This is an optimization exercise on Yosys and OpenROAD, whose aim is small area, a short achievable clock period and few clock cycles per item, not a production implementation. Only simulation tests tie the RTL to the original design; equivalence was not proved.

==> inputs of v14 <==
==> flow/design.v <==
module M_accelerator_wrapper (
    input  wire        clk_i,
    input  wire        rst_i,
    input  wire [6:0]  opcode_i,
    input  wire [2:0]  funct3_i,
    input  wire [6:0]  funct7_i,
    input  wire [31:0] op_A_i,
    input  wire [31:0] op_B_i,
    output wire [31:0] result_o,
    output wire        stall_o,
    output wire        division_by_zero_o
);
    localparam ST_MUL  = 2'd0;
    localparam ST_PREP = 2'd1;
    localparam ST_STEP = 2'd2;
    localparam ST_FIX  = 2'd3;
    localparam OS_LO = 2'd0;
    localparam OS_HI = 2'd1;
    localparam OS_R  = 2'd2;
    function [5:0] bitlen;
        input [31:0] x;
        integer i;
        begin
            bitlen = 6'd0;
            for (i = 0; i < 32; i = i + 1)
                if (x[i]) bitlen = i + 1;
        end
    endfunction
    reg        busy_q;
    reg [1:0]  st_q;
    reg [7:0]  oh_q;     
    reg [3:0]  cnt_q;    
    reg [4:0]  dsh_q;    
    reg        first_q;
    reg        msgn_q;
    reg        frem_q;
    reg        fneg_q;
    reg        dbz_q;
    reg [1:0]  osel_q;
    reg [32:0] a_q;      
    reg [33:0] b_q;      
    reg [63:0] p_q;      
    wire       is_m   = (opcode_i == 7'b0110011) && (funct7_i == 7'b0000001);
    wire       is_mul = ~funct3_i[2];
    wire       s_a    = is_mul ? (funct3_i[1:0] != 2'b11) : ~funct3_i[0];
    wire       s_b    = is_mul ? ~funct3_i[1]             : ~funct3_i[0];
    wire       a_neg  = s_a & op_A_i[31];
    wire       b_neg  = s_b & op_B_i[31];
    wire [31:0] va    = op_A_i ^ {32{a_neg}};
    wire [31:0] vb    = op_B_i ^ {32{b_neg}};
    wire [5:0] bl_a   = bitlen(va);
    wire [5:0] bl_b   = bitlen(vb);
    wire       b_zero = (op_B_i == 32'd0);
    wire [5:0] bl_a_m1 = bl_a - 6'd1;
    wire [5:0] bl_b_m1 = bl_b - 6'd1;
    wire [2:0] dig_a  = s_a ? bl_a[4:2] : ((bl_a == 6'd0) ? 3'd0 : bl_a_m1[4:2]);
    wire [2:0] dig_b  = s_b ? bl_b[4:2] : ((bl_b == 6'd0) ? 3'd0 : bl_b_m1[4:2]);
    wire       swap   = dig_b > dig_a;
    wire [2:0] dig_m  = swap ? dig_a : dig_b;
    wire [6:0] ldiff  = {1'b0, bl_a} + {6'd0, a_neg} - {1'b0, bl_b};
    wire       early  = b_zero | ldiff[6];
    wire       fixing = busy_q & (st_q == ST_FIX);
    wire [31:0] neg_src = fixing ? (frem_q ? a_q[31:0] : p_q[31:0]) : op_A_i;
    wire [31:0] neg_val = -neg_src;
    wire [31:0] abs_a   = a_neg ? neg_val : op_A_i;
    wire [31:0] abs_b   = b_neg ? -op_B_i : op_B_i;
    wire [3:0] digit = ({4{oh_q[7]}} & b_q[31:28]) | ({4{oh_q[6]}} & b_q[27:24]) |
                       ({4{oh_q[5]}} & b_q[23:20]) | ({4{oh_q[4]}} & b_q[19:16]) |
                       ({4{oh_q[3]}} & b_q[15:12]) | ({4{oh_q[2]}} & b_q[11:8])  |
                       ({4{oh_q[1]}} & b_q[7:4])   | ({4{oh_q[0]}} & b_q[3:0]);
    wire        nd  = first_q & msgn_q & digit[3];
    wire [31:0] pp0 = {32{digit[0]}} & a_q[31:0];
    wire [31:0] pp1 = {32{digit[1]}} & a_q[31:0];
    wire [31:0] pp2 = {32{digit[2]}} & a_q[31:0];
    wire [31:0] pp3 = ({32{digit[3]}} & a_q[31:0]) ^ {32{nd}};
    wire        sg0 = digit[0] & a_q[32];
    wire        sg1 = digit[1] & a_q[32];
    wire        sg2 = digit[2] & a_q[32];
    wire        sg3 = digit[3] & a_q[32];
    wire [63:0] r0 = {28'hFFFFFFF, 2'b00, ~sg0, sg0, pp0};
    wire [63:0] r1 = {30'd0, ~sg1, pp1, 1'b0};
    wire [63:0] r2 = {29'd0, ~sg2, pp2, 2'b0};
    wire [63:0] r3 = {28'd0, ~sg3 ^ nd, pp3, 3'b0};
    wire [63:0] rp = {p_q[59:0], nd, 3'b0};
    wire [63:0] s1 = r0 ^ r1 ^ r2;
    wire [63:0] c1 = {((r0 & r1) | (r0 & r2) | (r1 & r2)), 1'b0};
    wire [63:0] s2 = s1 ^ c1 ^ r3;
    wire [63:0] c2 = {((s1 & c1) | (s1 & r3) | (c1 & r3)), 1'b0};
    wire [63:0] s3 = s2 ^ c2 ^ rp;
    wire [63:0] c3 = {((s2 & c2) | (s2 & rp) | (c2 & rp)), 1'b0};
    wire [63:0] p_mul = s3 + c3;
    wire [4:0]  dsh1    = dsh_q | 5'd1;
    wire [33:0] b_align = {2'b00, b_q[31:0]} << dsh1;
    wire [34:0] t1 = {3'b000, a_q[31:0]} - {1'b0, b_q};
    wire        q1 = ~t1[34];
    wire [31:0] r1d = q1 ? t1[31:0] : a_q[31:0];
    wire [33:0] t2 = {2'b00, r1d} - {1'b0, b_q[33:1]};
    wire        q2 = ~t2[33];
    wire [31:0] r2d = q2 ? t2[31:0] : r1d;
    always @(posedge clk_i or posedge rst_i) begin
        if (rst_i) begin
            busy_q <= 1'b0;
        end else if (!busy_q) begin
            busy_q <= is_m & (is_mul | ~early);
        end else begin
            case (st_q)
                ST_MUL:  if (oh_q[0]) busy_q <= 1'b0;
                ST_PREP: ;
                ST_STEP: if (cnt_q == 4'd0 && !fneg_q) busy_q <= 1'b0;
                default: busy_q <= 1'b0;
            endcase
        end
    end
    always @(posedge clk_i) begin
        if (!busy_q) begin
            st_q    <= is_mul ? ST_MUL : ST_PREP;
            first_q <= 1'b1;
            frem_q  <= funct3_i[1];
            fneg_q  <= funct3_i[1] ? a_neg : (a_neg ^ b_neg);
            dbz_q   <= ~is_mul & b_zero;
            dsh_q   <= ldiff[4:0] | {5{ldiff[5]}};
            oh_q    <= 8'd1 << dig_m;
            if (is_mul) begin
                osel_q <= (funct3_i[1:0] == 2'b00) ? OS_LO : OS_HI;
                a_q    <= swap ? {s_b & op_B_i[31], op_B_i} : {s_a & op_A_i[31], op_A_i};
                b_q    <= {2'b00, swap ? op_A_i : op_B_i};
                msgn_q <= swap ? s_a : s_b;
                p_q    <= 64'd0;
            end else begin
                osel_q <= funct3_i[1] ? OS_HI : OS_LO;
                a_q    <= {1'b0, abs_a};
                b_q    <= {2'b00, abs_b};
                p_q    <= {op_A_i, {32{b_zero}}};
            end
        end else begin
            case (st_q)
                ST_MUL: begin
                    first_q <= 1'b0;
                    oh_q    <= {1'b0, oh_q[7:1]};
                    p_q     <= p_mul;
                end
                ST_PREP: begin
                    st_q   <= ST_STEP;
                    b_q    <= b_align;
                    cnt_q  <= dsh1[4:1];
                    osel_q <= frem_q ? OS_R : OS_LO;
                end
                ST_STEP: begin
                    a_q       <= {1'b0, r2d};
                    b_q       <= {2'b00, b_q[33:2]};
                    p_q[31:0] <= {p_q[29:0], q1, q2};
                    cnt_q     <= cnt_q - 4'd1;
                    if (cnt_q == 4'd0) st_q <= ST_FIX;
                end
                default: begin
                    if (frem_q) a_q[31:0] <= neg_val;
                    else        p_q[31:0] <= neg_val;
                end
            endcase
        end
    end
    assign stall_o            = busy_q;
    assign division_by_zero_o = dbz_q;
    assign result_o           = (osel_q == OS_LO) ? p_q[31:0] :
                                (osel_q == OS_HI) ? p_q[63:32] : a_q[31:0];
endmodule
==> flow/run.sh <==
#!/bin/bash
# synth_recipe.tcl (not shown) runs the flow's synth.tcl, then flattens the netlist and writes it again
# the make line also repeats each setting of config.mk as NAME=value (left out here)
make -C /OpenROAD-flow-scripts/flow DESIGN_CONFIG=/design/flow/config.mk WORK_HOME=/design/flow/orfs CLKGATE_MAP_FILE= SYNTH_SCRIPT=/design/flow/synth_recipe.tcl finish
==> flow/config.mk <==
export PLATFORM = sky130hd
export DESIGN_NAME = M_accelerator_wrapper
export DESIGN_NICKNAME = M_accelerator_wrapper
export VERILOG_FILES = /design/flow/design.v
export SDC_FILE = /design/flow/constraint.sdc
export NUM_CORES = 4
export LEC_CHECK = 0
export CAP_MARGIN = 20
export CORE_MARGIN = 2
export CORE_UTILIZATION = 55
export SETUP_SLACK_MARGIN = 5
export SLEW_MARGIN = 20
==> flow/constraint.sdc <==
create_clock -name core_clock -period 10.0 [get_ports {clk_i}]
set_input_delay 2.0000 -clock core_clock [delete_from_list [all_inputs] [get_ports {clk_i}]]
set_output_delay 2.0000 -clock core_clock [all_outputs]
set_load 0.01 [all_outputs]
==> v32 (differences from v14) <==
==> flow/design.v (replaced) <==
module M_accelerator_wrapper (
    input  wire        clk_i,
    input  wire        rst_i,
    input  wire [6:0]  opcode_i,
    input  wire [2:0]  funct3_i,
    input  wire [6:0]  funct7_i,
    input  wire [31:0] op_A_i,
    input  wire [31:0] op_B_i,
    output wire [31:0] result_o,
    output wire        stall_o,
    output wire        division_by_zero_o
);
    localparam ST_MUL  = 2'd0;
    localparam ST_PREP = 2'd1;
    localparam ST_STEP = 2'd2;
    localparam ST_FIX  = 2'd3;
    localparam OS_LO = 2'd0;
    localparam OS_HI = 2'd1;
    localparam OS_R  = 2'd2;
    function [5:0] bitlen;
        input [31:0] x;
        integer i;
        begin
            bitlen = 6'd0;
            for (i = 0; i < 32; i = i + 1)
                if (x[i]) bitlen = i + 1;
        end
    endfunction
    reg        busy_q;
    reg [1:0]  st_q;
    reg [3:0]  cnt_q;
    reg        first_q;
    reg        msgn_q;
    reg        frem_q;
    reg        fneg_q;
    reg        dbz_q;
    reg [1:0]  osel_q;
    reg [32:0] a_q;      
    reg [32:0] b_q;      
    reg [63:0] p_q;      
    wire       is_m   = (opcode_i == 7'b0110011) && (funct7_i == 7'b0000001);
    wire       is_mul = ~funct3_i[2];
    wire       s_a    = is_mul ? (funct3_i[1:0] != 2'b11) : ~funct3_i[0];
    wire       s_b    = is_mul ? ~funct3_i[1]             : ~funct3_i[0];
    wire       a_neg  = s_a & op_A_i[31];
    wire       b_neg  = s_b & op_B_i[31];
    wire [31:0] va    = op_A_i ^ {32{a_neg}};
    wire [31:0] vb    = op_B_i ^ {32{b_neg}};
    wire [5:0] bl_a   = bitlen(va);
    wire [5:0] bl_b   = bitlen(vb);
    wire       b_zero = (op_B_i == 32'd0);
    wire [5:0] bl_a_m1 = bl_a - 6'd1;
    wire [5:0] bl_b_m1 = bl_b - 6'd1;
    wire [1:0] dig_a  = s_a ? bl_a[4:3] : ((bl_a == 6'd0) ? 2'd0 : bl_a_m1[4:3]);
    wire [1:0] dig_b  = s_b ? bl_b[4:3] : ((bl_b == 6'd0) ? 2'd0 : bl_b_m1[4:3]);
    wire       swap   = dig_b > dig_a;
    wire [5:0] bl_a_ub = bl_a + {5'd0, a_neg};
    wire       early  = b_zero | (bl_a_ub < bl_b);
    wire       fixing = busy_q & (st_q == ST_FIX);
    wire [31:0] neg_src = fixing ? (frem_q ? a_q[31:0] : p_q[31:0]) : op_A_i;
    wire [31:0] neg_val = -neg_src;
    wire [31:0] abs_a   = a_neg ? neg_val : op_A_i;
    wire [31:0] abs_b   = b_neg ? -op_B_i : op_B_i;
    wire [7:0]  digit   = b_q[cnt_q[1:0]*8 +: 8];
    wire        dtop    = first_q & msgn_q & digit[7];
    wire signed [32:0] mcand = a_q;
    wire signed [8:0]  mdig  = {dtop, digit};
    wire signed [41:0] prod  = mcand * mdig;
    wire [63:0] p_mul   = {p_q[55:0], 8'd0} + {{22{prod[41]}}, prod};
    wire        lt      = a_q[31:0] < b_q[31:0];
    wire [4:0]  dsh     = bitlen(a_q[31:0]) - bitlen(b_q[31:0]);
    wire [4:0]  dsh1    = dsh | 5'd1;
    wire [32:0] b_align = {1'b0, b_q[31:0]} << dsh1;
    wire [33:0] t1 = {2'b00, a_q[31:0]} - {1'b0, b_q};
    wire        q1 = ~t1[33];
    wire [31:0] r1 = q1 ? t1[31:0] : a_q[31:0];
    wire [32:0] t2 = {1'b0, r1} - {1'b0, b_q[32:1]};
    wire        q2 = ~t2[32];
    wire [31:0] r2 = q2 ? t2[31:0] : r1;
    always @(posedge clk_i or posedge rst_i) begin
        if (rst_i) begin
            busy_q <= 1'b0;
        end else if (!busy_q) begin
            busy_q <= is_m & (is_mul | ~early);
        end else begin
            case (st_q)
                ST_MUL:  if (cnt_q[1:0] == 2'd0) busy_q <= 1'b0;
                ST_PREP: if (lt) busy_q <= 1'b0;
                ST_STEP: if (cnt_q == 4'd0 && !fneg_q) busy_q <= 1'b0;
                default: busy_q <= 1'b0;
            endcase
        end
    end
    always @(posedge clk_i) begin
        if (!busy_q) begin
            st_q    <= is_mul ? ST_MUL : ST_PREP;
            first_q <= 1'b1;
            frem_q  <= funct3_i[1];
            fneg_q  <= funct3_i[1] ? a_neg : (a_neg ^ b_neg);
            dbz_q   <= ~is_mul & b_zero;
            if (is_mul) begin
                osel_q <= (funct3_i[1:0] == 2'b00) ? OS_LO : OS_HI;
                a_q    <= swap ? {s_b & op_B_i[31], op_B_i} : {s_a & op_A_i[31], op_A_i};
                b_q    <= {1'b0, swap ? op_A_i : op_B_i};
                msgn_q <= swap ? s_a : s_b;
                cnt_q  <= {2'b00, swap ? dig_a : dig_b};
                p_q    <= 64'd0;
            end else begin
                osel_q <= funct3_i[1] ? OS_HI : OS_LO;
                a_q    <= {1'b0, abs_a};
                b_q    <= {1'b0, abs_b};
                p_q    <= {op_A_i, {32{b_zero}}};
            end
        end else begin
            case (st_q)
                ST_MUL: begin
                    first_q <= 1'b0;
                    cnt_q   <= cnt_q - 4'd1;
                    p_q     <= p_mul;
                end
                ST_PREP: begin
                    if (!lt) begin
                        st_q   <= ST_STEP;
                        b_q    <= b_align;
                        cnt_q  <= dsh1[4:1];
                        osel_q <= frem_q ? OS_R : OS_LO;
                    end
                end
                ST_STEP: begin
                    a_q          <= {1'b0, r2};
                    b_q          <= {2'b00, b_q[32:2]};
                    p_q[31:0]    <= {p_q[29:0], q1, q2};
                    cnt_q        <= cnt_q - 4'd1;
                    if (cnt_q == 4'd0) st_q <= ST_FIX;
                end
                default: begin
                    if (frem_q) a_q[31:0] <= neg_val;
                    else        p_q[31:0] <= neg_val;
                end
            endcase
        end
    end
    assign stall_o            = busy_q;
    assign division_by_zero_o = dbz_q;
    assign result_o           = (osel_q == OS_LO) ? p_q[31:0] :
                                (osel_q == OS_HI) ? p_q[63:32] : a_q[31:0];
endmodule
Settings changed: CORE_UTILIZATION 55 to 40, SETUP_SLACK_MARGIN 5 to unset.
==> comparison table <==
| metric | v14 | v32 |
|---|---|---|
| Critical path buffer and inverter count | 8 | 4 |
| Clock network contribution to total cell area | 0.0183 | 0.0167 |
| Half-perimeter wire length of the detailed placement result | 80.0 mm | 103 mm |
| Multi-input gate share of the layout cell area | 0.639 | 0.731 |
| Horizontal die dimension | 216 microns | 284 microns |
| Count of flip-flops with a built-in enable after synthesis | 155 | 142 |
| CTS sink cnt | 157 | 144 |
| Placed Cells | 3,683 | 4,967 |
| Worst r2r path cells | 29 | 33 |
| Setup repair after global routing missed its margin | true | false |
| Total setup buffers inserted after CTS | 258 | 0 |
| Status | no timing/DRC/antenna violations | no timing/DRC/antenna violations |
| Post-synthesis async set-or-reset flop share | 0.00637 | 0.00694 |
| Launch point of the worst reg-to-reg path | b_q[8] | cnt_q[1] |
| Multiplexer fraction of the synthesized cell area | 0.0730 | 0.0725 |
| Final cell area excluding filler cells | 33,300 sq um | 34,200 sq um |
| Total core area | 44,200 sq um | 77,500 sq um |
| Global router's overall resource usage | 0.510 | 0.316 |
| Netlist Area Pre-Place | 24,600 sq um | 31,300 sq um |
| End of the worst register-to-register path | a_q[2] | p_q[62] |
| Non-clock buffers, area share | 0.162 | 0.0568 |
| Detailed-route via count | 29,600 | 31,100 |
Testbench counts of v14, summed over its fixed seeds: cycles 14,551, ops 3,200.
Testbench counts of v32, summed over its fixed seeds: cycles 11,772, ops 3,200.

-- what the ideal ports hide --
How much do the figures lean on ideal ports? The routed layouts below were timed once more, with nothing changed but the port constraints. Step 1: set_driving_cell puts a clkbuf_16 on clk_i and a buf_2 on each other input, an assumption about the parent block. Step 2 also shifts input and output timing later by t, the mid clock arrival at the registers, as if the neighbouring blocks saw the same clock. a / b / c = no drivers / after step 1 / after step 2; a / b = the first two.
| run | shift t [ns] | setup WS [ns] | pins driven straight from the clock port |
|---|---|---|---|
| v14 | 0.532 | 3.776 / 3.776 / 3.447 | 1 |
| v32 | 0.556 | 0.381 / 0.381 / 0.381 | 1 |
After both steps setup and hold are still met in every run listed. The setup slack of v14, which loses most, moves by 0.000 ns with the drivers and by -0.329 ns with both steps.
